This design comes from an exercise in tuning for small area and a short achievable clock period on the open sky130 flow, not from production work.
In this exercise RTL edits were held to simulation tests only and were not proved equivalent to the original.
In run 7 the design's own scripts or RTL, not TritonCTS, make the clock network.
The clock input has no modelled driver; a real chip could not lean on it and would need a root buffer or a full tree.
Power figures rest on the tool's default switching activity, not on a simulated workload.

==> flow/design.v, too long to show whole: its modules and the start of the top module <==
// module alu: 66 lines
// module row_mux: 3 lines
// module row_mux_or: 3 lines
// module mul_cs: 616 lines
// module csa_fa: 4 lines
// module csa_fx: 4 lines
// module csa_x2: 3 lines
// module csa_or: 3 lines
// module booth_row2: 4 lines
// module booth_row4: 4 lines
// module booth_row6: 4 lines
// module booth_row8: 4 lines
// module booth_row10: 4 lines
// module booth_row12: 4 lines
// module booth_row14: 4 lines
// module booth_row16: 4 lines
// module booth_row18: 4 lines
// module booth_row20: 4 lines
// module booth_row22: 4 lines
// module booth_row24: 4 lines
// module booth_row26: 4 lines
// module booth_row28: 4 lines
// module booth_row30: 4 lines
// module booth_row32: 4 lines
// module csa_xn: 3 lines
// module pfx_add: 540 lines
// module pfx_nand: 3 lines
// module pfx_nor: 3 lines
// module pfx_xnor: 3 lines
// module pfx_inv: 3 lines
// module pfx_aoi: 3 lines
// module pfx_oai: 3 lines
module alu #(parameter DATA_WIDTH = 32, OP = 3)
(
    input wire start,
    input wire clk,
    input wire reset_n,
    input wire [DATA_WIDTH - 1 : 0] A,
    input wire [DATA_WIDTH - 1 : 0] B,
    input wire [OP - 1 : 0] op,
    output wire [DATA_WIDTH - 1 : 0] result,
    output reg done
);
  // ...
==> flow/flow/run.sh <==
#!/bin/bash
# The standard layout flow (standard.sh: ORFS with the standard flow's config and standard synthesis),
# with these changes:
#  - after floorplan, combinational cells are set to drive strength 1 (downsize.tcl), so that
#    the resizer, which sees the placement, chooses the sizes instead of synthesis;
#  - the ports are buffered with buf_2 cells (ORFS would pick clkdlybuf4s50_1 delay cells);
#  - clock tree synthesis uses clkbuf_4 / clkbuf_8 and adds no dummy loads;
#  - repair_timing aims at a setup slack margin of 5 ns.
set -e
export BUFFER_PORTS_ARGS="-buffer_cell sky130_fd_sc_hd__buf_2"
export CTS_ARGS="-sink_clustering_enable -repair_clock_nets -dont_use_dummy_load -buf_list {sky130_fd_sc_hd__clkbuf_4 sky130_fd_sc_hd__clkbuf_8}"
bash standard.sh SETUP_SLACK_MARGIN=5 floorplan > standard_floorplan.log 2>&1
ODB_IN=$(ls -d orfs/results/*/alu/base)/2_floorplan.odb openroad -no_splash -exit flow/downsize.tcl > downsize.log 2>&1
bash standard.sh SETUP_SLACK_MARGIN=5 finish > standard.log 2>&1
==> flow/flow/downsize.tcl <==
# Set every combinational cell that synthesis gave a larger drive strength back to its
# drive-1 version; placement's repair_design and repair_timing then size cells for the
# actual loads and wires. Registers and other sequential cells are left as they are.
read_db $::env(ODB_IN)
set db [ord::get_db]
set n 0
foreach inst [[ord::get_db_block] getInsts] {
  set m [$inst getMaster]
  set name [$m getName]
  if {[$m isSequential]} { continue }
  if {[regexp {^(sky130_fd_sc_hd__[a-z0-9]+)_([0-9]+)$} $name -> base size] && $size > 1} {
    if {[string match "*df*" $base] || [string match "*dl*" $base] || [string match "*clk*" $base]} { continue }
    set new [$db findMaster ${base}_1]
    if {$new ne "NULL"} {
      $inst swapMaster $new
      incr n
    }
  }
}
puts "downsized $n instances"
write_db $::env(ODB_IN)
==> flow/standard.sh <==
#!/bin/bash
# synth_recipe.tcl (not shown) runs the flow's synth.tcl, then flattens the netlist and writes it again
# the make line also repeats each setting of config.mk as NAME=value (left out here)
make -C /OpenROAD-flow-scripts/flow DESIGN_CONFIG=/design/flow/config.mk WORK_HOME=/design/flow/orfs CLKGATE_MAP_FILE= SYNTH_SCRIPT=/design/flow/synth_recipe.tcl "${@:-finish}"
==> flow/config.mk <==
export PLATFORM = sky130hd
export DESIGN_NAME = alu
export DESIGN_NICKNAME = alu
export VERILOG_FILES = /design/flow/design.v
export SDC_FILE = /design/flow/constraint.sdc
export NUM_CORES = 4
export LEC_CHECK = 0
export CAP_MARGIN = 20
export CORE_MARGIN = 2
export CORE_UTILIZATION = 45
export SETUP_SLACK_MARGIN = 5
export SLEW_MARGIN = 20
export SYNTH_HIERARCHICAL = 1
export SYNTH_MINIMUM_KEEP_SIZE = 0
==> flow/constraint.sdc <==
create_clock -name core_clock -period 9.5 [get_ports {clk}]
set_input_delay 1.9000 -clock core_clock [delete_from_list [all_inputs] [get_ports {clk}]]
set_output_delay 1.9000 -clock core_clock [all_outputs]
set_load 0.01 [all_outputs]
==> flow_metrics.py, run 1 <==
metrics = {
    "sta": {
        "min_period_ns": 4.39,
        "relSlewSlack": 0.380,
        "rsz0062_at_grt": "true",
        "fin_ws_ns": 5.11,
        "drv_slew": 0,
        "setup_viol": 0,
    },
    "hold_path": {
        "hold_end": "done",
    },
    "die": {
        "initial_core_util": 0.457,
        "core_area_um2": 38800,
    },
    "placement": {
        "placed_area_um2": 17200,
        "dp_hpwl_um": 38700,
    },
    "routing": {
        "routed_wl_um": 57800,
        "wl_per_cell_um": 24.7,
        "drt_iter0_markers": 1460,
        "m1WireLength_um": 22900,
    },
    "synth": {
        "syn_area_per_cell_um2": 10.1,
        "yosysTopAreaCell": "fa_1",
        "synthMuxAreaShare": 0,
        "synth.most_common_cell": "xnor2_1",
    },
    "cells_and_area": {
        "final_cell_mix": "359 x xnor2_1, 256 x a22oi_1, 196 x fa_1",
        "inv_count": 28,
        "area_delta_synth_final_pct": 0.289,
        "nets": 2086,
        "fin_cells": 2337,
    },
    "outcome": {
        "status": "finished clean",
    },
    "clocking": {
        "cts-root-buf": "clkbuf_8",
        "clockBufferDepth": 2,
        "clk_pin_slew_worst_paths_ns": 0.09,
    },
    "critical_path": {
        "endpoint_kind": "output pin",
    },
    "power": {
        "p_clk_frac": 0.049,
        "pg_comb_mw": 6.39,
    },
    "global_route": {
        "grt_pass1_wl_um": 88000,
        "antenna_found_initial": 1,
    },
}
==> run 2, diff against run 1 <==
--- a/flow/flow/run.sh
+++ b/flow/flow/run.sh
@@ -6,3 +6,3 @@
 #  - the ports are buffered with buf_2 cells (ORFS would pick clkdlybuf4s50_1 delay cells);
-#  - clock tree synthesis uses clkbuf_4 / clkbuf_8 and adds no dummy loads;
+#  - clock tree synthesis: no dummy loads, other buffer list and sink clustering (CTS_ARGS);
 #  - repair_timing aims at a setup slack margin of 5 ns.
@@ -10,3 +10,3 @@
 export BUFFER_PORTS_ARGS="-buffer_cell sky130_fd_sc_hd__buf_2"
-export CTS_ARGS="-sink_clustering_enable -repair_clock_nets -dont_use_dummy_load -buf_list {sky130_fd_sc_hd__clkbuf_4 sky130_fd_sc_hd__clkbuf_8}"
+export CTS_ARGS="-sink_clustering_enable -repair_clock_nets -dont_use_dummy_load -buf_list {sky130_fd_sc_hd__clkbuf_4 sky130_fd_sc_hd__clkbuf_8} -sink_clustering_size 30 -sink_clustering_max_diameter 150"
 bash standard.sh SETUP_SLACK_MARGIN=5 floorplan > standard_floorplan.log 2>&1
==> run 2 against run 1 <==
Setup slack stayed put; fmax stayed put; clock skew stayed put; count of clock-buffer cells in the layout stayed put; sequential share of layout area stayed put; clock power hardly changed; non-clock buffer count stayed put; first-iteration DRC count stayed put; global-route usage stayed put; synthesized cell count stayed put; routed wire length stayed put; critical path type unchanged; largest cell class unchanged; largest power group unchanged.
==> flow_metrics.py, run 2 <==
metrics = {
    "placement": {
        "gp_congestion": 0.950,
        "place_ws_ns": 5.09,
        "dp_hpwl_um": 38700,
        "io_buffers": 102,
        "placedCellCount": 2308,
    },
    "power": {
        "peakVddDrop_uv": 538,
        "p_leak_nw": 6.33,
        "power_density_nw_per_um2": 432,
    },
    "synth": {
        "synthTopCellsByArea": "fa_1 22%, xnor2_1 19%, dfxtp_1 17%, a22oi_2 9.2%, a22oi_1 5.2%",
        "synth_cells": 1754,
        "yosysTopAreaCell": "fa_1",
        "synth-edff-count": 0,
        "yosysTopAreaCellShare": 0.221,
        "synth.most_common_cell": "xnor2_1",
        "async_flop_share": 0.0132,
        "ys_top_cells_by_count": "389 x xnor2_1, 196 x fa_1, 155 x nand2_1",
        "synthesis.area_um2": 17700,
        "syn_area_per_cell_um2": 10.1,
        "syn_nets": 2020,
        "ys_warn_count": 7,
        "synth_seq_cells": 151,
        "synth-seq-area-share": 0.171,
        "ys_types": 42,
        "synthFlopType": "dfxtp_1",
    },
    "sta": {
        "final.period_utilization": 0.462,
        "fin_skew_ns": 0.0308,
        "worstMarginPinSlew_ns": 0.929,
        "tns_ns": 0,
        "fin_ws_ns": 5.11,
        "setup_viol": 0,
        "rsz0062_at_grt": "true",
        "drv_slew": 0,
        "min_period_ns": 4.39,
        "fmax_ghz": 0.228,
        "relSlewSlack": 0.380,
        "finalHoldViolations": 0,
    },
    "clocking": {
        "cts.sinks": 151,
        "cts-hold-fix-buffers": 0,
        "cts_inserted_buffers": 17,
        "cts_tree": "built",
        "clk_latency_ns": 0.50,
        "cts-root-buf": "clkbuf_8",
        "clk_pin_slew_worst_paths_ns": 0.09,
        "clockBufferDepth": 2,
        "htreeDepth": 4,
    },
    "critical_path": {
        "crit_path_max_fanout": 5,
        "critical-path-top-delay-family": "compound AO/OA/AOI/OAI gates",
        "crit_path_cell_trace": "xnor2_2 -> o21ai_2 -> inv_1 -> o21ai_2 -> a21oi_2 -> o21ai_1 -> xor2_1 -> nor2_1 -> buf_2",
        "endpoint_kind": "output pin",
        "cp_data_required_time_ns": 7.60,
        "max_stage_delay_ns": 0.35,
        "crit_top_cell": "o21ai_2",
        "cp_slowest_cell": "dfxtp_1",
        "crit_path_start_kind": "flip-flop",
        "path_class": "reg -> out",
        "path_buf_inv": 2,
        "arrival_ns": 2.49,
    },
    "die": {
        "core_area_um2": 38800,
        "die_y_um": 203,
        "die_w_um": 203,
        "ios": 103,
        "die_area_um2": 41000,
        "rows": 72,
        "initial_core_util": 0.457,
    },
    "cells_and_area": {
        "drive_gt1_frac": 0.134,
        "final_common_cell": "xnor2_1",
        "final_cell_mix": "359 x xnor2_1, 256 x a22oi_1, 196 x fa_1",
        "fillers": 3782,
        "nets": 2086,
        "fin_cells": 2337,
        "reg_top3": "a_r (32), x_r (32), y_r (32)",
        "area_delta_synth_final_pct": 0.289,
    },
    "routing": {
        "vias": 14200,
        "first_pass_iters": 8,
        "drc": 0,
        "routed_wl_um": 57800,
        "viasPerCell": 6.08,
        "detail-route-antenna-nets": 0,
        "drt_iter0_markers": 1460,
        "wl_per_cell_um": 24.7,
    },
    "job": {
        "cap_violations": 0,
    },
    "global_route": {
        "grt_start_max_net_pins": 70,
        "track_usage": 0.283,
        "grt-ovfl-total": 0,
        "grt_pass1_wl_um": 88000,
        "antenna_found_initial": 1,
        "grt_pass1_vias": 14500,
    },
    "hold_path": {
        "hold_path.class": "reg -> reg",
    },
    "outcome": {
        "status": "finished clean",
    },
}
==> run 2: cell counts in the layout (fill, tap and decap cells not counted) <==
Identical to the previous run, type by type.
==> run 2: layer usage <==
metal	up-vias	wire length [um]	global-route usage
met2	893	26400	0.444
met4	2	2690	0.142
li1	6186	-	-
met1	6953	22900	0.368
met3	174	5830	0.0658
met5	-	8	0
==> run 2: repair_timing <==
action | 4_1_cts | 5_1_grt
buffers inserted | 1 | 10
setup endpoints to repair | 18 | 18
gates resized for setup | 31 | 33
pin swaps | 1 | 10
==> run 2: path summary, 6_finish.rpt <==
path / from / end / slack, ns / depth (start not counted)
max in group asynchronous: reset_n / done_reg / 8.25 / 1
setup / recovery: y_r[0] / result[29] / 5.11 / 9
hold reg to reg: done_reg / done / 0.36 / 0
hold / removal: done_reg / done / 0.36 / 0
min in group asynchronous: reset_n / done / 1.16 / 1
setup reg to reg: btwo_r[7] / y_r[29] / 5.21 / 10
==> run 2: through the flow <==
step                      power, mW  area, um^2  hold WS, ns   util
after floorplan                6.11       17700        0.331      -
after global placement         7.04       17200        0.333  0.442
after detailed placement       7.13       17200        0.341  0.442
after CTS                      7.56       17600        0.363  0.453
after global routing           8.32       17800        0.372  0.458
final                          7.69       17800        0.361  0.458
==> run 2: per-module statistics from Yosys (local to each module, per instance), a selection <==
module | cells inside | times used | cell area (um^2) | flops+latches
booth_row28 | 65 | 1 | 654 | 0
booth_row26 | 61 | 1 | 632 | 0
pfx_add | 69 | 1 | 504 | 0
booth_row16 | 37 | 1 | 369 | 0
booth_row14 | 32 | 1 | 299 | 0
booth_row12 | 27 | 1 | 262 | 0
booth_row10 | 23 | 1 | 243 | 0
booth_row4 | 9 | 1 | 76.3 | 0
booth_row2 | 4 | 1 | 33.8 | 0
csa_xn | 1 | 58 | 8.76 | 0
pfx_aoi | 1 | 57 | 8.76 | 0
pfx_xnor | 1 | 32 | 8.76 | 0
csa_or | 1 | 8 | 6.26 | 0
pfx_oai | 1 | 78 | 5.00 | 0
==> run 2: area by class of cell <==
cell class | instances | area [um^2] | share of cell area
Timing Repair Buffer | 156 | 920 | 0.0517
Inverter | 28 | 105 | 0.00590
Antenna cell | 1 | 2.50 | 0.000141
Multi-Input combinational cell | 1466 | 12800 | 0.721
Sequential cell | 151 | 3060 | 0.172
Clock buffer | 17 | 234 | 0.0131
Tap cell | 518 | 648 | 0.0364
==> run 2: power by group <==
| part | switching, mW | leakage, nW | internal [mW] |
|---|---|---|---|
| clock | 0.218 | 0.122 | 0.157 |
| combinational | 3.35 | 4.93 | 3.04 |
| sequential | 0.162 | 1.28 | 0.764 |
| total | 3.73 | 6.33 | 3.96 |
==> run 2: cells by family after synthesis <==
| kind of cell | Yosys count | synth area share |
|---|---|---|
| AOI/OAI and AO/OA | 551 | 0.267 |
| xor gates and xnor gates | 426 | 0.210 |
| and+or+nand+nor | 292 | 0.0695 |
| adders and majority gates | 196 | 0.221 |
| DFF | 151 | 0.171 |
| buffers and inverters | 137 | 0.0612 |
| other | 1 | 0.000211 |
==> run 3, diff against run 2 <==
--- a/flow/flow/run.sh
+++ b/flow/flow/run.sh
@@ -10,3 +10,3 @@
 export BUFFER_PORTS_ARGS="-buffer_cell sky130_fd_sc_hd__buf_2"
-export CTS_ARGS="-sink_clustering_enable -repair_clock_nets -dont_use_dummy_load -buf_list {sky130_fd_sc_hd__clkbuf_4 sky130_fd_sc_hd__clkbuf_8} -sink_clustering_size 30 -sink_clustering_max_diameter 150"
+export CTS_ARGS="-sink_clustering_enable -repair_clock_nets -dont_use_dummy_load -buf_list {sky130_fd_sc_hd__clkbuf_8 sky130_fd_sc_hd__clkbuf_16} -sink_clustering_size 50 -sink_clustering_max_diameter 300"
 bash standard.sh SETUP_SLACK_MARGIN=5 floorplan > standard_floorplan.log 2>&1
==> run 3 against run 2 <==
Design area rose by 0.77%; clock power rose by 46%; highest routed layer unchanged; still clean; routed wire length fell by 0.31%; synthesized cell count did not move; power rose by 2.0%; setup slack improved by 0.036 ns; fmax rose by 0.83%; critical path type unchanged; cell count fell by 0.17%; combinational power barely moved; via count barely moved; first-iteration DRC count rose by 6.0%.
==> flow_metrics.py, run 3 <==
metrics = {
    "cells_and_area": {
        "drive_gt1_frac": 0.127,
        "final_design_area_no_fill_um2": 17900,
        "nets": 2082,
        "area_delta_synth_final_pct": 1.06,
        "final_cell_mix": "360 x xnor2_1, 256 x a22oi_1, 196 x fa_1",
        "final_common_cell": "xnor2_1",
        "reg_top3": "a_r (32), x_r (32), y_r (32)",
        "fin_util": 0.462,
    },
    "routing": {
        "viasPerCell": 6.09,
        "drc": 0,
        "wl_per_cell_um": 24.7,
        "first_pass_iters": 9,
        "vias": 14200,
        "detail-route-antenna-nets": 0,
        "drt_iter0_markers": 1548,
        "routed_wl_um": 57600,
    },
    "global_route": {
        "antenna_found_initial": 1,
        "grt_pass1_vias": 14500,
        "track_usage": 0.282,
        "grt-ovfl-total": 0,
        "grt_start_max_net_pins": 70,
        "grt_pass1_wl_um": 87700,
    },
    "die": {
        "core_area_um2": 38800,
        "initial_core_util": 0.457,
        "rows": 72,
        "ios": 103,
        "die_area_um2": 41000,
        "die_w_um": 203,
        "die_y_um": 203,
    },
    "critical_path": {
        "cp_data_required_time_ns": 7.60,
        "reg2reg_depth": 10,
        "path_class": "reg -> out",
        "crit_path_start_kind": "flip-flop",
        "arrival_ns": 2.45,
        "endpoint_kind": "output pin",
        "crit_path_max_fanout": 2,
    },
    "synth": {
        "yosysTopAreaCell": "fa_1",
        "synth-edff-count": 0,
        "synth_seq_cells": 151,
        "ys_top_cells_by_count": "389 x xnor2_1, 196 x fa_1, 155 x nand2_1",
        "synthTopCellsByArea": "fa_1 22%, xnor2_1 19%, dfxtp_1 17%, a22oi_2 9.2%, a22oi_1 5.2%",
        "syn_area_per_cell_um2": 10.1,
        "synth-seq-area-share": 0.171,
        "synth.most_common_cell": "xnor2_1",
        "synth_cells": 1754,
        "async_flop_share": 0.0132,
        "ys_types": 42,
        "synthFlopType": "dfxtp_1",
        "yosysTopAreaCellShare": 0.221,
        "synthesis.area_um2": 17700,
        "syn_nets": 2020,
        "ys_warn_count": 7,
    },
    "power": {
        "p_leak_nw": 6.39,
        "pwr-share-seq": 0.118,
        "p_clk_frac": 0.070,
        "sw_frac_of_total": 0.477,
        "peakVddDrop_uv": 538,
        "pwr-share-comb": 0.812,
        "power.switching_mw": 3.74,
        "internal-power_mw": 4.10,
        "power_density_nw_per_um2": 437,
    },
    "clocking": {
        "clk_pin_slew_worst_paths_ns": 0.07,
        "cts-root-buf": "clkbuf_16",
        "clk_latency_ns": 0.45,
        "cts.sinks": 151,
        "cts_inserted_buffers": 17,
        "htreeDepth": 4,
        "clockBufferDepth": 2,
        "cts_tree": "built",
    },
    "sta": {
        "final.period_utilization": 0.458,
        "finalHoldViolations": 0,
        "fmax_ghz": 0.230,
        "fin_skew_ns": 0.0204,
        "min_period_ns": 4.35,
        "relSlewSlack": 0.373,
        "worstMarginPinSlew_ns": 0.939,
        "setup_viol": 0,
        "rsz0062_at_grt": "false",
        "fin_hold_ws_ns": 0.355,
        "drv_slew": 0,
        "tns_ns": 0,
    },
    "hold_path": {
        "holdPathStages": 0,
        "hold_path.class": "reg -> reg",
    },
    "placement": {
        "dp_hpwl_um": 38700,
        "placed_area_um2": 17200,
        "io_buffers": 102,
        "gp_congestion": 0.950,
    },
    "outcome": {
        "status": "finished clean",
    },
    "job": {
        "cap_violations": 0,
    },
}
## run 3: cell counts after synthesis
Identical to the previous run, type by type.
## run 3: kinds of logic after synthesis
logic type | after synthesis | share of synthesized area
XOR/XNOR | 426 | 0.210
AO/OA/AOI/OAI | 551 | 0.267
flip-flops | 151 | 0.171
buffers and inverters | 137 | 0.0612
adder cells (fa/ha/maj) | 196 | 0.221
other | 1 | 0.000211
AND/OR/NAND/NOR | 292 | 0.0695
## run 3: metal layers
metal | wire length, um | up-vias | global-route usage
li1 | - | 6175 | -
met1 | 23100 | 6981 | 0.369
met2 | 26300 | 880 | 0.445
met3 | 5730 | 180 | 0.0666
met4 | 2510 | 2 | 0.126
met5 | 9 | - | 0
## run 3: final timing paths
check                           startpoint    endpoint  slack [ns]
worst min-delay path              done_reg        done        0.36
worst min register to register    done_reg        done        0.36
min in group asynchronous          reset_n        done        1.21
worst max register to register   btwo_r[7]     y_r[29]        5.15
worst max-delay path                y_r[7]  result[31]        5.15
max in group asynchronous          reset_n    done_reg        8.19
## run 3: repair_timing
action                                  CTS  global route
endpoints found under the setup margin   12            19
buffers inserted                          0             7
gates resized for setup                  19            37
cloned                                    0             0
hold buffers                              0             0
pin swaps                                 0             6
## run 3: through the flow
step	worst slack, ns	power, mW	std cells
final	5.15	7.84	2333
after global routing	4.96	8.49	2332
after CTS	4.98	7.71	2325
after detailed placement	5.09	7.13	2308
after global placement	5.12	7.04	2308
after floorplan	5.13	6.11	1754
## run 3: worst max-delay path: stages (launching register included)
cell	delay (ns)
dfxtp_1	0.43
nand2_1	0.11
o21ai_1	0.34
a21oi_1	0.18
o21ai_1	0.25
a21oi_2	0.08
o21ai_2	0.22
xor2_1	0.18
nor2_1	0.05
buf_2	0.16
## run 3: layout make-up
cell class	instances	area, um^2
flip-flops and latches	151	3060
multi-input cells	1466	12800
fillers	3763	20900
inverters	28	105
well taps	518	648
diodes	1	2.50
repair buffers	152	890
clock buffers	17	425
## run 3: power groups by stage
| stage | Clock [mW] | Sequential [mW] | Combinational, mW |
|---|---|---|---|
| after floorplan | 0 | 0.880 | 5.23 |
| after global placement | 0 | 0.907 | 6.13 |
| after detailed placement | 0 | 0.911 | 6.22 |
| after CTS | 0.556 | 0.908 | 6.25 |
| after global routing | 0.583 | 0.943 | 6.96 |
| final | 0.546 | 0.927 | 6.37 |
## run 3: per-module statistics from Yosys, one instance, submodules excluded, excerpt
module,times used,cell area [um^2],flip-flops and latches,cells
booth_row8,1,148,0,18
booth_row18,1,413,0,42
booth_row16,1,369,0,37
csa_fa,196,20.0,0,1
row_mux,43,5.00,0,1
row_mux_or,21,12.5,0,1
booth_row24,1,439,0,55
csa_or,8,6.26,0,1
==> run 4, diff against run 3 <==
==> flow/flow/run.sh (replaced) <==
#!/bin/bash
# The standard layout flow (standard.sh: ORFS with the standard flow's config and standard synthesis),
# with these changes:
#  - after floorplan, prep.tcl sets combinational cells to drive strength 1 and changes the
#    full adders on the slowest paths to the faster fah_1 cell;
#  - the ports are buffered with buf_2 cells (ORFS would pick clkdlybuf4s50_1 delay cells);
#  - repair_timing aims at a setup slack margin of 5 ns.
set -e
export BUFFER_PORTS_ARGS="-buffer_cell sky130_fd_sc_hd__buf_2"
bash standard.sh SETUP_SLACK_MARGIN=5 floorplan > standard_floorplan.log 2>&1
res=$(ls -d orfs/results/*/alu/base)
ODB_IN=$res/2_floorplan.odb SDC_IN=$res/2_floorplan.sdc \
  LIB_FILE=$FLOW_HOME/platforms/sky130hd/lib/sky130_fd_sc_hd__tt_025C_1v80.lib \
  FAH_WINDOW=0.3 FAH_ROUNDS=1 \
  openroad -no_splash -exit flow/prep.tcl > prep.log 2>&1
bash standard.sh SETUP_SLACK_MARGIN=5 finish > standard.log 2>&1
==> flow/flow/prep.tcl (new file) <==
# Runs on the floorplan database, before placement:
#  1. every combinational cell that synthesis gave a larger drive strength is set back to
#     its drive-1 version; the resizer, which sees the placement, sizes cells afterwards;
#  2. the full adders (fa_1) on the slowest register-to-register paths are changed to the
#     faster full-adder cell fah_1 (same function; its carry input pin is named CI).
# Registers and other sequential cells are left as they are.
read_db $::env(ODB_IN)
read_liberty $::env(LIB_FILE)
read_sdc $::env(SDC_IN)
set db [ord::get_db]
set block [ord::get_db_block]
set n 0
foreach inst [$block getInsts] {
  set m [$inst getMaster]
  set name [$m getName]
  if {[$m isSequential]} { continue }
  if {[regexp {^(sky130_fd_sc_hd__[a-z0-9]+)_([0-9]+)$} $name -> base size] && $size > 1} {
    if {[string match "*df*" $base] || [string match "*dl*" $base] || [string match "*clk*" $base]} { continue }
    set new [$db findMaster ${base}_1]
    if {$new ne "NULL"} { $inst swapMaster $new; incr n }
  }
}
puts "downsized $n instances"

proc fa_to_fah {inst} {
  set block [ord::get_db_block]
  set fahm [[ord::get_db] findMaster sky130_fd_sc_hd__fah_1]
  set name [$inst getName]
  set conns {}
  foreach it [$inst getITerms] {
    set net [$it getNet]
    if {$net ne "NULL"} { lappend conns [[$it getMTerm] getName] $net }
  }
  odb::dbInst_destroy $inst
  set new [odb::dbInst_create $block $fahm $name]
  foreach {mt net} $conns {
    if {$mt eq "CIN"} { set mt CI }
    [$new findITerm $mt] connect $net
  }
}
set window $::env(FAH_WINDOW)
set rounds $::env(FAH_ROUNDS)
set total 0
for {set r 0} {$r < $rounds} {incr r} {
  set fas {}
  foreach inst [$block getInsts] {
    if {[[$inst getMaster] getName] eq "sky130_fd_sc_hd__fa_1"} {
      set nm [$inst getName]
      set s [expr {min([get_property [get_pins $nm/SUM] slack_max], [get_property [get_pins $nm/COUT] slack_max])}]
      lappend fas [list $s $inst]
    }
  }
  if {[llength $fas] == 0} { break }
  set fas [lsort -real -index 0 $fas]
  set worst [lindex $fas 0 0]
  set k 0
  foreach e $fas {
    if {[lindex $e 0] < $worst + $window} { fa_to_fah [lindex $e 1]; incr k }
  }
  incr total $k
  puts "round $r: worst fa slack $worst, changed $k full adders"
}
puts "changed $total full adders to fah_1"
report_checks -from [all_registers -clock_pins] -to [all_registers -data_pins] -format end
report_design_area
write_db $::env(ODB_IN)
removed: flow/flow/downsize.tcl
==> run 4 against run 3 <==
Setup slack lost 0.035 ns; synthesized cell count is the same; hold slack lost 0.0015 ns; sequential share of layout area down 1.0 points; critical path depth stayed put; sequential cell count stayed put; die area did not move; register-to-register slack improved by 0.11 ns; global-route usage up 0.47 points; fmax down 0.80%; critical endpoint unchanged; largest cell class unchanged; largest power group unchanged.
==> flow_metrics.py, run 4 <==
metrics = {
    "sta": {
        "fin_ws_ns": 5.11,
        "worstMarginPinSlew_ns": 1.21,
        "drv_slew": 0,
        "finalHoldViolations": 0,
        "fmax_ghz": 0.228,
        "min_period_ns": 4.39,
        "tns_ns": 0,
        "fin_skew_ns": 0.0157,
        "setup_viol": 0,
        "rsz0062_at_grt": "true",
        "fin_hold_ws_ns": 0.354,
        "final.period_utilization": 0.462,
        "relSlewSlack": 0.192,
    },
    "critical_path": {
        "crit_path_max_fanout": 4,
        "timing.rr.end": "y_r[22]",
        "critical-path-top-delay-family": "compound AO/OA/AOI/OAI gates",
        "cp_data_required_time_ns": 7.60,
        "path_class": "reg -> out",
        "crit_top_cell": "o21ai_1",
        "rrSetupSlack_ns": 5.26,
        "path_buf_inv": 1,
        "reg2reg_from": "a_r[12]",
        "crit_path_start_kind": "flip-flop",
        "arrival_ns": 2.49,
        "cp_slowest_cell": "dfxtp_1",
        "endpoint_kind": "output pin",
        "crit_path_cell_trace": "xnor2_2 -> o21ai_1 -> a21oi_1 -> o21ai_1 -> a21oi_1 -> o21ai_1 -> xor2_1 -> nor2_1 -> buf_2",
        "max_stage_delay_ns": 0.34,
        "reg2reg_depth": 9,
    },
    "cells_and_area": {
        "area_delta_synth_final_pct": 7.08,
        "final_common_cell": "xnor2_1",
        "final_cell_mix": "364 x xnor2_1, 256 x a22oi_1, 156 x nand2_1",
        "final-seq-area_um2": 3040,
        "fin_util": 0.490,
        "reg_top3": "a_r (32), x_r (32), y_r (32)",
        "antenna_cells": 0,
        "multi_input_area_um2": 13800,
        "drive_gt1_frac": 0.122,
        "fillers": 3623,
        "nets": 2076,
    },
    "synth": {
        "synth-edff-count": 0,
        "synth.most_common_cell": "xnor2_1",
        "synth-seq-area-share": 0.171,
        "ys_warn_count": 7,
        "synthTopCellsByArea": "fa_1 22%, xnor2_1 19%, dfxtp_1 17%, a22oi_2 9.2%, a22oi_1 5.2%",
        "yosysTopAreaCellShare": 0.221,
        "synthesis.area_um2": 17700,
        "ys_types": 42,
        "syn_nets": 2020,
        "ys_top_cells_by_count": "389 x xnor2_1, 196 x fa_1, 155 x nand2_1",
        "synth_cells": 1754,
        "yosysTopAreaCell": "fa_1",
        "async_flop_share": 0.0132,
        "syn_area_per_cell_um2": 10.1,
        "synth_seq_cells": 151,
        "synthFlopType": "dfxtp_1",
    },
    "clocking": {
        "cts_inserted_buffers": 17,
        "clk_latency_ns": 0.48,
        "clk_pin_slew_worst_paths_ns": 0.07,
        "cts_tree": "built",
        "clockBufferDepth": 2,
        "htreeDepth": 4,
        "cts-root-buf": "clkbuf_16",
        "cts.sinks": 151,
    },
    "placement": {
        "io_buffers": 102,
        "dp_hpwl_um": 39200,
        "place_ws_ns": 5.32,
        "gp_congestion": 0.918,
    },
    "power": {
        "p_leak_nw": 7.33,
        "power_density_nw_per_um2": 469,
        "peakVddDrop_uv": 411,
        "fin_total_pwr_mw": 8.92,
    },
    "routing": {
        "detail-route-antenna-nets": 0,
        "vias": 14200,
        "viasPerCell": 6.08,
        "routed_wl_um": 58400,
        "wl_per_cell_um": 24.9,
        "first_pass_iters": 6,
        "drc": 0,
        "drt_iter0_markers": 1501,
    },
    "die": {
        "die_area_um2": 41000,
        "initial_core_util": 0.457,
        "die_y_um": 203,
        "die_w_um": 203,
        "core_area_um2": 38800,
        "ios": 103,
        "rows": 72,
    },
    "hold_path": {
        "min_from": "done_reg",
        "holdPathStages": 0,
        "hold_path.class": "reg -> reg",
        "hold_end": "done",
    },
    "global_route": {
        "grt_pass1_wl_um": 89100,
        "grt_pass1_vias": 14800,
        "track_usage": 0.287,
        "grt_start_max_net_pins": 65,
        "antenna_found_initial": 2,
        "grt-ovfl-total": 0,
    },
    "job": {
        "cap_violations": 0,
    },
    "outcome": {
        "status": "finished clean",
    },
}
## run 4: cell counts after synthesis
No cell type changed its count.
## run 4: worst register-to-register path, cell delays in order (launching register included)
cell     delay (ns)
dfxtp_1        1.06
a22oi_1        0.20
xnor2_1        0.22
fa_1           0.48
fa_1           0.45
fa_1           0.47
fa_1           0.52
fa_1           0.45
xnor2_1        0.17
o21ai_1        0.09
## run 4: power by group
group	switching, mW	internal [mW]	leakage (nW)
sequential	0.171	0.763	1.27
combinational	3.39	3.86	5.76
clock	0.317	0.419	0.302
total	3.88	5.04	7.33
## run 4: kinds of logic after synthesis
kind of cell,count (synthesis),synth area share
flip-flops,151,0.171
AO/OA/AOI/OAI,551,0.267
other,1,0.000211
adder cells (fa/ha/maj),196,0.221
buffers and inverters,137,0.0612
XOR/XNOR,426,0.210
AND/OR/NAND/NOR,292,0.0695
## run 4: Yosys stat by module (local to each module, per instance), excerpt
module | times used | flops+latches | cell area (um^2)
booth_row28 | 1 | 0 | 654
booth_row30 | 1 | 0 | 606
pfx_add | 1 | 0 | 504
booth_row24 | 1 | 0 | 439
booth_row20 | 1 | 0 | 434
booth_row16 | 1 | 0 | 369
booth_row12 | 1 | 0 | 262
booth_row10 | 1 | 0 | 243
booth_row8 | 1 | 0 | 148
booth_row6 | 1 | 0 | 104
csa_xn | 58 | 0 | 8.76
csa_or | 8 | 0 | 6.26
row_mux | 43 | 0 | 5.00
pfx_oai | 78 | 0 | 5.00
pfx_inv | 11 | 0 | 3.75
pfx_nand | 78 | 0 | 3.75
## run 4: area by class of cell
class                   count  area share
clock buffers              17      0.0224
repair buffers            146      0.0442
inverters                  28     0.00553
clock inverters            15      0.0101
well taps                 518      0.0341
flip-flops and latches    151       0.160
multi-input cells        1466       0.724
## run 4: metal layers
layer,GRT usage,part of all wire,vias to the layer above
met5,0,0,-
met4,0.120,0.033,0
met3,0.0557,0.092,172
met2,0.444,0.45,826
met1,0.394,0.43,6986
li1,-,-,6248
## run 4: worst max path at each step
stage / startpoint / endpoint / slack (ns) / cells past startpoint
5_1_grt: y_r[9] / result[26] / 4.96 / 9
3_3_place_gp: cinn_r / result[31] / 5.29 / 8
3_5_place_dp: cinn_r / result[31] / 5.32 / 8
6_report: y_r[14] / result[31] / 5.11 / 9
4_1_cts: y_r[14] / result[31] / 4.97 / 9
2_1_floorplan: a_r[4] / y_r[30] / 5.13 / 10
## run 4: metrics by stage
stage / cells / cell area (um^2)
floorplan: 1754 / 17700
global placement: 2307 / 18100
detailed placement: 2307 / 18100
CTS: 2339 / 18800
global route: 2341 / 19000
finish: 2341 / 19000
## run 4: what timing repair did
item / in CTS / in global routing
hold buffers: 0 / 0
pin swaps: 0 / 2
gates resized for setup: 12 / 27
setup endpoints to repair: 9 / 20
buffers inserted: 0 / 2
==> run 5, diff against run 4 <==
--- a/flow/flow/run.sh
+++ b/flow/flow/run.sh
@@ -6,6 +6,6 @@
 #  - the ports are buffered with buf_2 cells (ORFS would pick clkdlybuf4s50_1 delay cells);
-#  - repair_timing aims at a setup slack margin of 5 ns.
+#  - repair_timing aims at a setup slack margin of 5.15 ns.
 set -e
 export BUFFER_PORTS_ARGS="-buffer_cell sky130_fd_sc_hd__buf_2"
-bash standard.sh SETUP_SLACK_MARGIN=5 floorplan > standard_floorplan.log 2>&1
+bash standard.sh SETUP_SLACK_MARGIN=5.15 floorplan > standard_floorplan.log 2>&1
 res=$(ls -d orfs/results/*/alu/base)
@@ -15,2 +15,2 @@
   openroad -no_splash -exit flow/prep.tcl > prep.log 2>&1
-bash standard.sh SETUP_SLACK_MARGIN=5 finish > standard.log 2>&1
+bash standard.sh SETUP_SLACK_MARGIN=5.15 finish > standard.log 2>&1
--- a/flow/config.mk
+++ b/flow/config.mk
@@ -10,2 +10,3 @@
 export CORE_UTILIZATION = 45
+export CTS_BUF_LIST = sky130_fd_sc_hd__clkbuf_4 sky130_fd_sc_hd__clkbuf_8
 export SETUP_SLACK_MARGIN = 5
==> run 5 against run 4 <==
Still clean on timing, DRC and antenna; design area rose by 3.8%; largest cell class unchanged; synthesized area did not move; die area unchanged; combinational power increased by 3.7%; highest routed layer unchanged; setup slack better by 0.090 ns; synthesized cell count stayed put.
==> flow_metrics.py, run 5 <==
metrics = {
    "placement": {
        "place_ws_ns": 5.30,
        "io_buffers": 102,
        "gp_congestion": 0.930,
        "placedCellCount": 2301,
        "dp_hpwl_um": 39000,
    },
    "synth": {
        "ys_warn_count": 7,
        "yosysTopAreaCellShare": 0.221,
        "synth_seq_cells": 151,
        "synth.most_common_cell": "xnor2_1",
        "synth-edff-count": 0,
        "ys_types": 42,
        "yosysTopAreaCell": "fa_1",
        "async_flop_share": 0.0132,
        "synthesis.area_um2": 17700,
        "synth_cells": 1754,
        "syn_area_per_cell_um2": 10.1,
        "synthTopCellsByArea": "fa_1 22%, xnor2_1 19%, dfxtp_1 17%, a22oi_2 9.2%, a22oi_1 5.2%",
        "syn_nets": 2020,
        "synthFlopType": "dfxtp_1",
        "synth-seq-area-share": 0.171,
        "ys_top_cells_by_count": "389 x xnor2_1, 196 x fa_1, 155 x nand2_1",
    },
    "critical_path": {
        "reg2reg_depth": 9,
        "crit_path_cell_trace": "xnor2_2 -> nor2_1 -> a21oi_1 -> o21ai_1 -> a21oi_1 -> o21ai_2 -> xor2_1 -> nor2_1 -> buf_2",
        "path_class": "reg -> out",
        "max_stage_delay_ns": 0.36,
        "endpoint_kind": "output pin",
        "crit_cells": 9,
        "critical-path-top-delay-family": "compound AO/OA/AOI/OAI gates",
        "reg2reg_from": "bone_r[7]",
        "crit_path_max_fanout": 4,
        "crit_path_start_kind": "flip-flop",
        "cp_data_required_time_ns": 7.60,
        "path_buf_inv": 1,
        "critPathLaunch": "y_r[24]",
        "arrival_ns": 2.40,
        "cp_slowest_cell": "dfxtp_1",
    },
    "hold_path": {
        "min_from": "done_reg",
        "holdPathStages": 0,
        "hold_path.class": "reg -> reg",
    },
    "cells_and_area": {
        "area_delta_synth_final_pct": 11.2,
        "fin_cells": 2372,
        "final_common_cell": "xnor2_1",
        "fin_util": 0.508,
        "nets": 2107,
        "antenna_cells": 0,
        "reg_top3": "a_r (32), x_r (32), y_r (32)",
        "fillers": 3576,
        "final_cell_mix": "359 x xnor2_1, 256 x a22oi_1, 143 x nand2_1",
        "drive_gt1_frac": 0.216,
    },
    "clocking": {
        "clk_pin_slew_worst_paths_ns": 0.12,
        "htreeDepth": 4,
        "clk_latency_ns": 0.51,
        "cts_tree": "built",
        "cts-hold-fix-buffers": 0,
        "cts_inserted_buffers": 17,
        "clockBufferDepth": 2,
        "cts.sinks": 151,
        "cts-root-buf": "clkbuf_8",
    },
    "job": {
        "cap_violations": 0,
    },
    "power": {
        "pwr-share-comb": 0.835,
        "peakVddDrop_uv": 443,
        "pwr-share-seq": 0.108,
        "power_density_nw_per_um2": 456,
        "p_leak_nw": 7.51,
        "sw_frac_of_total": 0.442,
        "p_clk_frac": 0.058,
        "internal-power_mw": 5.02,
        "power.switching_mw": 3.98,
    },
    "sta": {
        "worstMarginPinSlew_ns": 1.21,
        "final.period_utilization": 0.453,
        "drv_slew": 0,
        "setup_viol": 0,
        "relSlewSlack": 0.191,
        "fmax_ghz": 0.233,
        "rsz0062_at_grt": "true",
        "finalHoldViolations": 0,
        "tns_ns": 0,
        "min_period_ns": 4.30,
        "fin_ws_ns": 5.20,
        "fin_skew_ns": 0.0311,
    },
    "global_route": {
        "grt_start_max_net_pins": 65,
        "track_usage": 0.276,
        "antenna_found_initial": 0,
        "grt_pass1_wl_um": 85900,
        "grt-ovfl-total": 0,
        "grt_pass1_vias": 14300,
    },
    "outcome": {
        "status": "finished clean",
    },
    "routing": {
        "drc": 0,
        "vias": 14100,
        "viasPerCell": 5.95,
        "drt_iter0_markers": 1572,
        "detail-route-antenna-nets": 0,
        "first_pass_iters": 6,
        "routed_wl_um": 57100,
        "wl_per_cell_um": 24.1,
    },
    "die": {
        "ios": 103,
        "initial_core_util": 0.457,
        "die_w_um": 203,
        "core_area_um2": 38800,
        "die_area_um2": 41000,
        "die_y_um": 203,
        "rows": 72,
    },
}
## run 5: cell counts after synthesis
Identical to the previous run, type by type.
## run 5: stage by stage
stage	hold slack, ns	instance area, um^2	total power [mW]
floorplan	0.331	17800	6.11
global placement	0.339	18100	7.90
detailed placement	0.339	18100	8.06
CTS	0.359	18700	8.66
global route	0.363	19700	9.69
finish	0.356	19700	9.01
## run 5: final cells by class
| class | instances | area [um^2] | share of cell area |
|---|---|---|---|
| inverters | 28 | 105 | 0.00533 |
| clock inverters | 13 | 134 | 0.00678 |
| multi-input cells | 1466 | 14400 | 0.731 |
| clock buffers | 19 | 262 | 0.0132 |
| repair buffers | 177 | 1090 | 0.0550 |
| well taps | 518 | 648 | 0.0328 |
| flip-flops and latches | 151 | 3070 | 0.156 |
## run 5: timing repair
| action | CTS | global route |
|---|---|---|
| resized for setup | 38 | 183 |
| pin swaps | 5 | 50 |
| gates cloned | 0 | 0 |
| setup buffers | 4 | 35 |
| endpoints found under the setup margin | 26 | 25 |
## run 5: worst paths after layout
| path | to | slack, ns |
|---|---|---|
| worst max-delay path | result[25] | 5.20 |
| worst min-delay path | done | 0.36 |
| worst max register to register | y_r[22] | 5.24 |
| worst min register to register | done | 0.36 |
| max in group asynchronous | done | 8.23 |
| min in group asynchronous | done_reg | 1.18 |
## run 5: cell families (layout without fill, tap and decap cells)
| group | Yosys count | after routing | share of synthesized area |
|---|---|---|---|
| AOI/OAI and AO/OA | 551 | 551 | 0.267 |
| xor gates and xnor gates | 426 | 426 | 0.210 |
| adders and majority gates | 196 | 196 | 0.221 |
| buffers and inverters | 137 | 237 | 0.0612 |
| DFF | 151 | 151 | 0.171 |
| other | 1 | 1 | 0.000211 |
| and+or+nand+nor | 292 | 292 | 0.0695 |
## run 5: power by group through the flow
stage | registers, mW | clock network [mW] | logic (mW)
floorplan | 0.880 | 0 | 5.23
global placement | 0.934 | 0 | 6.96
detailed placement | 0.937 | 0 | 7.13
CTS | 0.943 | 0.528 | 7.19
global route | 0.990 | 0.558 | 8.14
finish | 0.972 | 0.519 | 7.52
## run 5: routing by layer
| layer | share of wire | vias up | GRT usage |
|---|---|---|---|
| met2 | 0.45 | 674 | 0.419 |
| met5 | 0 | - | 0.00595 |
| met4 | 0.026 | 0 | 0.0847 |
| met3 | 0.090 | 117 | 0.0803 |
| met1 | 0.44 | 7021 | 0.381 |
| li1 | - | 6309 | - |
## run 5: per-module statistics from Yosys (local to each module, per instance), excerpt
module,flip-flops and latches,cells,area [um^2],times used
booth_row28,0,65,654,1
pfx_nor,0,1,3.75,57
booth_row18,0,42,413,1
booth_row32,0,74,591,1
row_mux,0,1,5.00,43
row_mux_or,0,1,12.5,21
booth_row26,0,61,632,1
alu,151,418,4750,1
booth_row22,0,51,510,1
booth_row16,0,37,369,1
booth_row4,0,9,76.3,1
## run 5: worst register-to-register path: cells and delay by family (launching register included)
family	cells	cell delay, ns
adders and majority gates	5	2.37
xor gates and xnor gates	2	0.39
DFF	1	1.01
AOI/OAI and AO/OA	2	0.34
==> run 6, diff against run 5 <==
--- a/flow/flow/run.sh
+++ b/flow/flow/run.sh
@@ -6,6 +6,6 @@
 #  - the ports are buffered with buf_2 cells (ORFS would pick clkdlybuf4s50_1 delay cells);
-#  - repair_timing aims at a setup slack margin of 5.15 ns.
+#  - repair_timing aims at a setup slack margin of 5.3 ns.
 set -e
 export BUFFER_PORTS_ARGS="-buffer_cell sky130_fd_sc_hd__buf_2"
-bash standard.sh SETUP_SLACK_MARGIN=5.15 floorplan > standard_floorplan.log 2>&1
+bash standard.sh SETUP_SLACK_MARGIN=5.3 floorplan > standard_floorplan.log 2>&1
 res=$(ls -d orfs/results/*/alu/base)
@@ -15,2 +15,2 @@
   openroad -no_splash -exit flow/prep.tcl > prep.log 2>&1
-bash standard.sh SETUP_SLACK_MARGIN=5.15 finish > standard.log 2>&1
+bash standard.sh SETUP_SLACK_MARGIN=5.3 finish > standard.log 2>&1
==> run 6 against run 5 <==
Still clean on timing, DRC and antenna; hold slack improved by 0.0039 ns; first-iteration DRC count rose by 1.3%; cell count increased by 0.59%; setup slack improved by 0.029 ns; critical path depth unchanged; critical path type unchanged.
==> flow_metrics.py, run 6 <==
metrics = {
    "placement": {
        "gp_congestion": 0.924,
        "dp_hpwl_um": 38900,
        "placed_area_um2": 18000,
        "placedCellCount": 2294,
        "place_ws_ns": 5.30,
        "io_buffers": 102,
    },
    "power": {
        "internal-power_mw": 5.10,
        "power_density_nw_per_um2": 456,
        "sw_frac_of_total": 0.442,
        "fin_total_pwr_mw": 9.13,
        "peakVddDrop_uv": 445,
        "pwr-share-comb": 0.835,
        "power.switching_mw": 4.03,
        "p_leak_nw": 7.64,
        "pwr-share-seq": 0.108,
        "p_clk_frac": 0.057,
    },
    "sta": {
        "setup_viol": 0,
        "fin_hold_ws_ns": 0.360,
        "drv_slew": 0,
        "final.period_utilization": 0.450,
        "tns_ns": 0,
        "fin_ws_ns": 5.23,
        "finalHoldViolations": 0,
        "rsz0062_at_grt": "true",
        "fin_skew_ns": 0.0269,
        "min_period_ns": 4.27,
        "fmax_ghz": 0.234,
        "worstMarginPinSlew_ns": 1.02,
        "relSlewSlack": 0.320,
    },
    "routing": {
        "detail-route-antenna-nets": 0,
        "wl_per_cell_um": 24.6,
        "viasPerCell": 6.08,
        "drt_iter0_markers": 1592,
        "first_pass_iters": 5,
        "drc": 0,
        "vias": 14500,
        "routed_wl_um": 58800,
    },
    "cells_and_area": {
        "nets": 2122,
        "final_cell_mix": "356 x xnor2_1, 256 x a22oi_1, 142 x nand2_1",
        "reg_top3": "a_r (32), x_r (32), y_r (32)",
        "final_common_cell": "xnor2_1",
        "multi_input_area_um2": 14500,
        "antenna_cells": 0,
        "fillers": 3500,
        "final-seq-area_um2": 3120,
        "fin_cells": 2386,
        "final_design_area_no_fill_um2": 20000,
        "fin_util": 0.515,
        "area_delta_synth_final_pct": 12.7,
        "drive_gt1_frac": 0.238,
    },
    "die": {
        "core_area_um2": 38800,
        "die_w_um": 203,
        "die_y_um": 203,
        "initial_core_util": 0.457,
        "rows": 72,
        "die_area_um2": 41000,
        "ios": 103,
    },
    "clocking": {
        "cts_tree": "built",
        "clockBufferDepth": 2,
        "cts.sinks": 151,
        "cts-root-buf": "clkbuf_8",
        "clk_latency_ns": 0.53,
        "htreeDepth": 4,
        "cts-hold-fix-buffers": 0,
        "cts_inserted_buffers": 17,
        "clk_pin_slew_worst_paths_ns": 0.08,
    },
    "synth": {
        "ys_top_cells_by_count": "389 x xnor2_1, 196 x fa_1, 155 x nand2_1",
        "synthTopCellsByArea": "fa_1 22%, xnor2_1 19%, dfxtp_1 17%, a22oi_2 9.2%, a22oi_1 5.2%",
        "synth-seq-area-share": 0.171,
        "synth.most_common_cell": "xnor2_1",
        "async_flop_share": 0.0132,
        "syn_area_per_cell_um2": 10.1,
        "ys_warn_count": 7,
        "synthesis.area_um2": 17700,
        "yosysTopAreaCell": "fa_1",
        "synth_cells": 1754,
        "yosysTopAreaCellShare": 0.221,
        "syn_nets": 2020,
        "ys_types": 42,
        "synth-edff-count": 0,
        "synthFlopType": "dfxtp_1",
        "synth_seq_cells": 151,
    },
    "outcome": {
        "status": "finished clean",
    },
    "global_route": {
        "grt_start_max_net_pins": 65,
        "antenna_found_initial": 1,
        "track_usage": 0.287,
        "grt-ovfl-total": 0,
        "grt_pass1_wl_um": 89100,
        "grt_pass1_vias": 14900,
    },
    "critical_path": {
        "crit_path_max_fanout": 4,
        "path_class": "reg -> out",
        "cp_data_required_time_ns": 7.60,
        "crit_path_start_kind": "flip-flop",
        "arrival_ns": 2.37,
        "reg2reg_depth": 9,
        "endpoint_kind": "output pin",
    },
    "hold_path": {
        "hold_path.class": "reg -> reg",
        "holdPathStages": 0,
    },
    "job": {
        "cap_violations": 0,
    },
}
run 6: cell type report:
class,instances,share of cell area
clock buffers,18,0.0121
clock inverters,13,0.00738
inverters,28,0.00525
multi-input cells,1466,0.727
flip-flops and latches,151,0.156
well taps,518,0.0324
repair buffers,192,0.0598
run 6: power groups by stage:
stage | clock network [mW] | logic (mW) | registers, mW
after floorplan | 0 | 5.23 | 0.881
after global placement | 0 | 6.94 | 0.948
after detailed placement | 0 | 7.14 | 0.950
after CTS | 0.535 | 7.44 | 0.965
after global routing | 0.562 | 8.24 | 1.00
final | 0.520 | 7.62 | 0.988
run 6: worst max-delay path, cell delays in order (launching register included):
cell	delay (ns)
dfxtp_1	0.34
xnor2_2	0.30
nor2_1	0.14
a21oi_1	0.27
o21ai_1	0.15
a21oi_1	0.16
o21ai_1	0.10
xor2_1	0.17
nor2_1	0.09
buf_2	0.15
run 6: path summary, 6_finish.rpt:
| check | start | endpoint | slack (ns) |
|---|---|---|---|
| min in group asynchronous | reset_n | done | 1.16 |
| max reg2reg | a_r[8] | y_r[22] | 5.45 |
| max | x_r[21] | result[30] | 5.23 |
| min | done_reg | done | 0.36 |
| min reg2reg | done_reg | done | 0.36 |
| max in group asynchronous | reset_n | done_reg | 8.25 |
run 6: cell families after synthesis:
family	after synthesis	share of synthesized area
compound gates	551	0.267
xor+xnor	426	0.210
simple gates	292	0.0695
fa+ha+maj	196	0.221
flops	151	0.171
buf+inv	137	0.0612
other cells	1	0.000211
run 6: repair_timing:
item,in CTS,in global routing
setup endpoints to repair,31,43
pin swaps,47,31
resized for setup,156,112
buffers inserted,54,7
run 6: metal layers:
layer,global-route usage,part of all wire,vias up
li1,-,-,6349
met1,0.399,0.43,7174
met2,0.437,0.45,836
met3,0.0701,0.095,153
met4,0.0998,0.029,0
met5,0,0,-
run 6: Yosys stat by module, one instance, submodules excluded, a selection:
module | cells inside | times used | area, um^2
pfx_nor | 1 | 57 | 3.75
booth_row4 | 9 | 1 | 76.3
csa_xn | 1 | 58 | 8.76
booth_row12 | 27 | 1 | 262
booth_row28 | 65 | 1 | 654
pfx_xnor | 1 | 32 | 8.76
pfx_aoi | 1 | 57 | 8.76
booth_row6 | 13 | 1 | 104
==> run 7, diff against run 6 <==
==> flow/flow/run.sh (replaced) <==
#!/bin/bash
# The standard layout flow (standard.sh: ORFS with the standard flow's config and standard synthesis),
# with these changes:
#  - after floorplan, prep.tcl sets combinational cells to drive strength 1 (and gives
#    registers with a large fanout a stronger drive), so that the resizer, which sees the
#    placement, chooses the sizes;
#    (prep.tcl also changes the full adders on the slowest paths to the faster fah_1 cell);
#  - the ports are buffered with buf_2 cells (ORFS would pick clkdlybuf4s50_1 delay cells);
#  - the clock tree is two levels of clkbuf_16 buffers: 4 driven by the clock port, 8 leaf
#    buffers each at the centre of a group of registers (clock_tree.tcl, run by ORFS's cts
#    step in place of TritonCTS);
#  - repair_timing aims at a setup slack margin of 5.1 ns.
set -e
export BUFFER_PORTS_ARGS="-buffer_cell sky130_fd_sc_hd__buf_2"
export PRE_CTS_TCL=$(pwd)/flow/clock_tree.tcl
export CLK_GROUPS=8
export CLK_ROOTS=4
bash standard.sh SETUP_SLACK_MARGIN=5.1 floorplan > standard_floorplan.log 2>&1
res=$(ls -d orfs/results/*/alu/base)
ODB_IN=$res/2_floorplan.odb SDC_IN=$res/2_floorplan.sdc FLOP_FANOUT=8 FAH_WINDOW=0.3 FAH_ROUNDS=1 \
  LIB_FILE=$FLOW_HOME/platforms/sky130hd/lib/sky130_fd_sc_hd__tt_025C_1v80.lib openroad -no_splash -exit flow/prep.tcl > prep.log 2>&1
bash standard.sh SETUP_SLACK_MARGIN=5.1 finish > standard.log 2>&1
==> flow/flow/clock_tree.tcl (new file) <==
# Clock tree built directly, in two levels: the clock port drives CLK_ROOTS clkbuf_16
# buffers, which drive CLK_GROUPS clkbuf_16 leaf buffers, each placed at the centre of one
# group of registers (the registers split by position) and driving that group's clock pins.
# Used in place of TritonCTS through the PRE_CTS_TCL hook of ORFS's cts step; the rest of the
# step (placement legalization, timing repair) runs as usual.
rename clock_tree_synthesis __orfs_clock_tree_synthesis
proc split_groups {items n} {
  set groups [list $items]
  set axis 0
  while {[llength $groups] < $n} {
    set new {}
    foreach g $groups {
      set g [lsort -integer -index $axis $g]
      set h [expr {[llength $g] / 2}]
      lappend new [lrange $g 0 [expr {$h - 1}]] [lrange $g $h end]
    }
    set groups $new
    set axis [expr {1 - $axis}]
  }
  return $groups
}
proc centre {g} {
  set sx 0; set sy 0
  foreach s $g { incr sx [lindex $s 0]; incr sy [lindex $s 1] }
  return [list [expr {$sx / [llength $g]}] [expr {$sy / [llength $g]}]]
}
proc clock_tree_synthesis {args} {
  set block [ord::get_db_block]
  set bufm [[ord::get_db] findMaster sky130_fd_sc_hd__clkbuf_16]
  set clknet [$block findNet clk]
  set sinks {}
  foreach it [$clknet getITerms] {
    set bb [[$it getInst] getBBox]
    lappend sinks [list [expr {([$bb xMin] + [$bb xMax]) / 2}] [expr {([$bb yMin] + [$bb yMax]) / 2}] $it]
  }
  # leaf buffers
  set leaves {}
  set i 0
  foreach g [split_groups $sinks $::env(CLK_GROUPS)] {
    lassign [centre $g] cx cy
    set buf [odb::dbInst_create $block $bufm "clkbuf_leaf_$i"]
    $buf setLocation $cx $cy
    $buf setPlacementStatus PLACED
    set net [odb::dbNet_create $block "clknet_leaf_$i"]
    $net setSigType CLOCK
    [$buf findITerm X] connect $net
    foreach s $g {
      set it [lindex $s 2]
      $it disconnect
      $it connect $net
    }
    lappend leaves [list $cx $cy [$buf findITerm A]]
    puts "clock leaf $i: [llength $g] registers at $cx $cy"
    incr i
  }
  # root buffers, driven by the clock port
  set i 0
  foreach g [split_groups $leaves $::env(CLK_ROOTS)] {
    lassign [centre $g] cx cy
    set buf [odb::dbInst_create $block $bufm "clkbuf_root_$i"]
    $buf setLocation $cx $cy
    $buf setPlacementStatus PLACED
    set net [odb::dbNet_create $block "clknet_root_$i"]
    $net setSigType CLOCK
    [$buf findITerm A] connect $clknet
    [$buf findITerm X] connect $net
    foreach s $g { [lindex $s 2] connect $net }
    puts "clock root $i: [llength $g] leaf buffers at $cx $cy"
    incr i
  }
  $clknet setSigType CLOCK
  global_connect
}
--- a/flow/flow/prep.tcl
+++ b/flow/flow/prep.tcl
@@ -3,8 +3,7 @@
 #     its drive-1 version; the resizer, which sees the placement, sizes cells afterwards;
-#  2. the full adders (fa_1) on the slowest register-to-register paths are changed to the
+#  2. registers whose output drives more than FLOP_FANOUT pins get the drive-4 version of
+#     their cell (same cell type, larger drive strength);
+#  3. the full adders (fa_1) on the slowest register-to-register paths are changed to the
 #     faster full-adder cell fah_1 (same function; its carry input pin is named CI).
-# Registers and other sequential cells are left as they are.
 read_db $::env(ODB_IN)
-read_liberty $::env(LIB_FILE)
-read_sdc $::env(SDC_IN)
 set db [ord::get_db]
@@ -12,2 +11,3 @@
 set n 0
+set f 0
 foreach inst [$block getInsts] {
@@ -15,3 +15,13 @@
   set name [$m getName]
-  if {[$m isSequential]} { continue }
+  if {[$m isSequential]} {
+    if {[regexp {^(sky130_fd_sc_hd__dfxtp)_([0-9]+)$} $name -> base size]} {
+      set q [$inst findITerm Q]
+      set net [$q getNet]
+      if {$net ne "NULL" && [llength [$net getITerms]] - 1 > $::env(FLOP_FANOUT)} {
+        $inst swapMaster [$db findMaster ${base}_4]
+        incr f
+      }
+    }
+    continue
+  }
   if {[regexp {^(sky130_fd_sc_hd__[a-z0-9]+)_([0-9]+)$} $name -> base size] && $size > 1} {
@@ -22,4 +32,5 @@
 }
-puts "downsized $n instances"
-
+puts "downsized $n instances, upsized $f registers"
+read_liberty $::env(LIB_FILE)
+read_sdc $::env(SDC_IN)
 proc fa_to_fah {inst} {
--- a/flow/config.mk
+++ b/flow/config.mk
@@ -10,3 +10,2 @@
 export CORE_UTILIZATION = 45
-export CTS_BUF_LIST = sky130_fd_sc_hd__clkbuf_4 sky130_fd_sc_hd__clkbuf_8
 export SETUP_SLACK_MARGIN = 5
==> run 7 against run 6 <==
Combinational power shrank 6.6%; cell count shrank 3.5%; design area shrank 7.2%; largest power group unchanged; fmax shrank 0.76%; core utilization shrank 3.7 points; sequential cell count is the same; clock skew grew 0.0077 ns; sequential power shrank 2%; hold slack lost 0.0039 ns; routed wire length shrank 2.9%; via count shrank 3.8%; critical path type unchanged; largest cell class unchanged; setup slack lost 0.033 ns.
==> flow_metrics.py, run 7 <==
metrics = {
    "synth": {
        "yosysTopAreaCellShare": 0.221,
        "ys_top_cells_by_count": "389 x xnor2_1, 196 x fa_1, 155 x nand2_1",
        "synth-edff-count": 0,
        "synthesis.area_um2": 17700,
        "synth_cells": 1754,
        "async_flop_share": 0.0132,
        "synth_seq_cells": 151,
        "yosysTopAreaCell": "fa_1",
        "syn_area_per_cell_um2": 10.1,
        "syn_nets": 2020,
        "synth.most_common_cell": "xnor2_1",
        "synthTopCellsByArea": "fa_1 22%, xnor2_1 19%, dfxtp_1 17%, a22oi_2 9.2%, a22oi_1 5.2%",
        "ys_warn_count": 7,
        "synth-seq-area-share": 0.171,
        "synthFlopType": "dfxtp_1",
        "ys_types": 42,
    },
    "clocking": {
        "cts_resized": 0,
        "cts-hold-fix-buffers": 0,
        "post_cts_buffers": 0,
        "clk_latency_ns": 0.31,
        "clk_pin_slew_worst_paths_ns": 0.09,
    },
    "sta": {
        "rsz0062_at_grt": "true",
        "worstMarginPinSlew_ns": 1.12,
        "drv_slew": 0,
        "fin_hold_ws_ns": 0.356,
        "finalHoldViolations": 0,
        "fmax_ghz": 0.232,
        "min_period_ns": 4.30,
        "setup_viol": 0,
        "relSlewSlack": 0.249,
        "tns_ns": 0,
        "final.period_utilization": 0.453,
        "fin_skew_ns": 0.0346,
    },
    "placement": {
        "gp_congestion": 0.931,
        "io_buffers": 102,
        "dp_hpwl_um": 39400,
    },
    "die": {
        "die_w_um": 203,
        "core_area_um2": 38800,
        "die_y_um": 203,
        "rows": 72,
        "die_area_um2": 41000,
        "ios": 103,
        "initial_core_util": 0.457,
    },
    "routing": {
        "wl_per_cell_um": 24.8,
        "viasPerCell": 6.06,
        "drt_iter0_markers": 1434,
        "routed_wl_um": 57100,
        "first_pass_iters": 7,
        "vias": 14000,
        "drc": 0,
        "detail-route-antenna-nets": 0,
    },
    "cells_and_area": {
        "multi_input_area_um2": 13700,
        "final_cell_mix": "365 x xnor2_1, 256 x a22oi_1, 156 x nand2_1",
        "antenna_cells": 0,
        "nets": 2052,
        "fillers": 3678,
        "final_common_cell": "xnor2_1",
        "area_delta_synth_final_pct": 4.65,
        "reg_top3": "a_r (32), x_r (32), y_r (32)",
        "final-seq-area_um2": 3140,
        "drive_gt1_frac": 0.114,
    },
    "global_route": {
        "grt_pass1_vias": 14200,
        "antenna_found_initial": 0,
        "grt-ovfl-total": 0,
        "track_usage": 0.276,
        "grt_start_max_net_pins": 65,
        "grt_pass1_wl_um": 87300,
    },
    "critical_path": {
        "crit_path_max_fanout": 4,
        "endpoint_kind": "output pin",
        "path_class": "reg -> out",
        "crit_path_start_kind": "flip-flop",
        "arrival_ns": 2.40,
        "cp_data_required_time_ns": 7.60,
        "rrSetupSlack_ns": 5.26,
    },
    "outcome": {
        "status": "finished clean",
    },
    "power": {
        "power_density_nw_per_um2": 460,
        "fin_total_pwr_mw": 8.54,
        "peakVddDrop_uv": 386,
        "p_leak_nw": 7.07,
    },
    "job": {
        "cap_violations": 0,
    },
    "hold_path": {
        "hold_path.class": "reg -> reg",
    },
}
-- run 7: per-layer routing --
layer  vias up  track usage  part of all wire
li1       6179            -                 -
met1      6882        0.393              0.43
met5         -            0                 0
met4         0       0.0738             0.028
met3       118       0.0557              0.10
met2       780        0.429              0.44
-- run 7: cell families (layout without fill, tap and decap cells) --
family          after synthesis  count (layout)  share of synthesized area
fa+ha+maj                   196             196                      0.221
flops                       151             151                      0.171
compound gates              551             551                      0.267
buf+inv                     137             167                     0.0612
xor+xnor                    426             426                      0.210
other cells                   1               1                   0.000211
simple gates                292             292                     0.0695
-- run 7: area by class of cell --
class | instances | area share
well taps | 518 | 0.0349
repair buffers | 127 | 0.0376
multi-input cells | 1466 | 0.737
inverters | 28 | 0.00566
plain buffers | 12 | 0.0162
flip-flops and latches | 151 | 0.169
-- run 7: worst max-delay path, stage by stage (launching register included) --
cell and delay (ns):
dfxtp_1 0.34, xnor2_2 0.26, nor2_1 0.12, a21oi_2 0.27
o21ai_1 0.19, a21oi_1 0.30, o21ai_1 0.18, xor2_1 0.19
nor2_1 0.12, buf_2 0.15
-- run 7: stage by stage --
step           utilization  instance area, um^2  setup slack (ns)  instances
5_1_grt              0.478                18600              5.05       2302
3_5_place_dp         0.465                18100              5.26       2290
2_1_floorplan            -                17700              5.13       1754
4_1_cts              0.473                18400              5.26       2302
6_report             0.478                18600              5.20       2302
3_3_place_gp         0.465                18100              5.34       2290
-- run 7: final timing paths --
path | from | to | depth (start not counted)
max | y_r[1] | result[30] | 9
min | done_reg | done | 0
max reg2reg | bone_r[7] | y_r[22] | 9
min reg2reg | done_reg | done | 0
max in group asynchronous | reset_n | done | 1
min in group asynchronous | reset_n | done | 1
-- run 7: power by group --
group          internal (mW)  total (mW)  switching (mW)
logic                   3.82        7.12            3.30
registers              0.760       0.968           0.208
clock network          0.226       0.446           0.220
total                   4.81        8.54            3.73
-- run 7: modules after synthesis (local to each module, per instance), excerpt --
module | cells inside | times used | flops+latches | area [um^2]
booth_row28 | 65 | 1 | 0 | 654
booth_row32 | 74 | 1 | 0 | 591
pfx_add | 69 | 1 | 0 | 504
booth_row18 | 42 | 1 | 0 | 413
booth_row14 | 32 | 1 | 0 | 299
booth_row12 | 27 | 1 | 0 | 262
row_mux_or | 1 | 21 | 0 | 12.5
pfx_xnor | 1 | 32 | 0 | 8.76
csa_or | 1 | 8 | 0 | 6.26
row_mux | 1 | 43 | 0 | 5.00
mul_cs | 1 | 1 | 0 | 3.75

## port drivers added, routing unchanged
How much do the figures lean on ideal ports? The routed layouts below were timed once more, with nothing changed but the port constraints.
Step 1 sets driving cells, clkbuf_16 on the clock port and buf_2 on the other inputs (assumed; they add their load-dependent delay and slew).
Step 2, shift: input delay + t, output delay - t, t = (earliest + latest rising clock arrival at the registers) / 2. This alone moves slack from input paths to output paths.
Three values: no drivers, after step 1, after step 2; two values: the first two.
| run | t (ns) | setup WS [ns] | clock arrival spread, ns | worst slew at a driven data input, ns |
|---|---|---|---|---|
| run 1 | 0.534 | 5.109 / 5.058 / 5.205 | 0.031 / 0.031 | 0.05 |
| run 2 | 0.534 | 5.109 / 5.058 / 5.205 | 0.031 / 0.031 | 0.05 |
| run 3 | 0.502 | 5.145 / 5.086 / 5.148 | 0.021 / 0.021 | 0.05 |
| run 4 | 0.523 | 5.110 / 5.054 / 5.260 | 0.016 / 0.016 | 0.05 |
| run 5 | 0.547 | 5.200 / 5.149 / 5.245 | 0.031 / 0.031 | 0.06 |
| run 6 | 0.573 | 5.229 / 5.170 / 5.454 | 0.027 / 0.027 | 0.05 |
| run 7 | 0.419 | 5.196 / 5.069 / 5.258 | 0.036 / 0.036 | 0.05 |
After both steps every run listed still meets setup and hold.
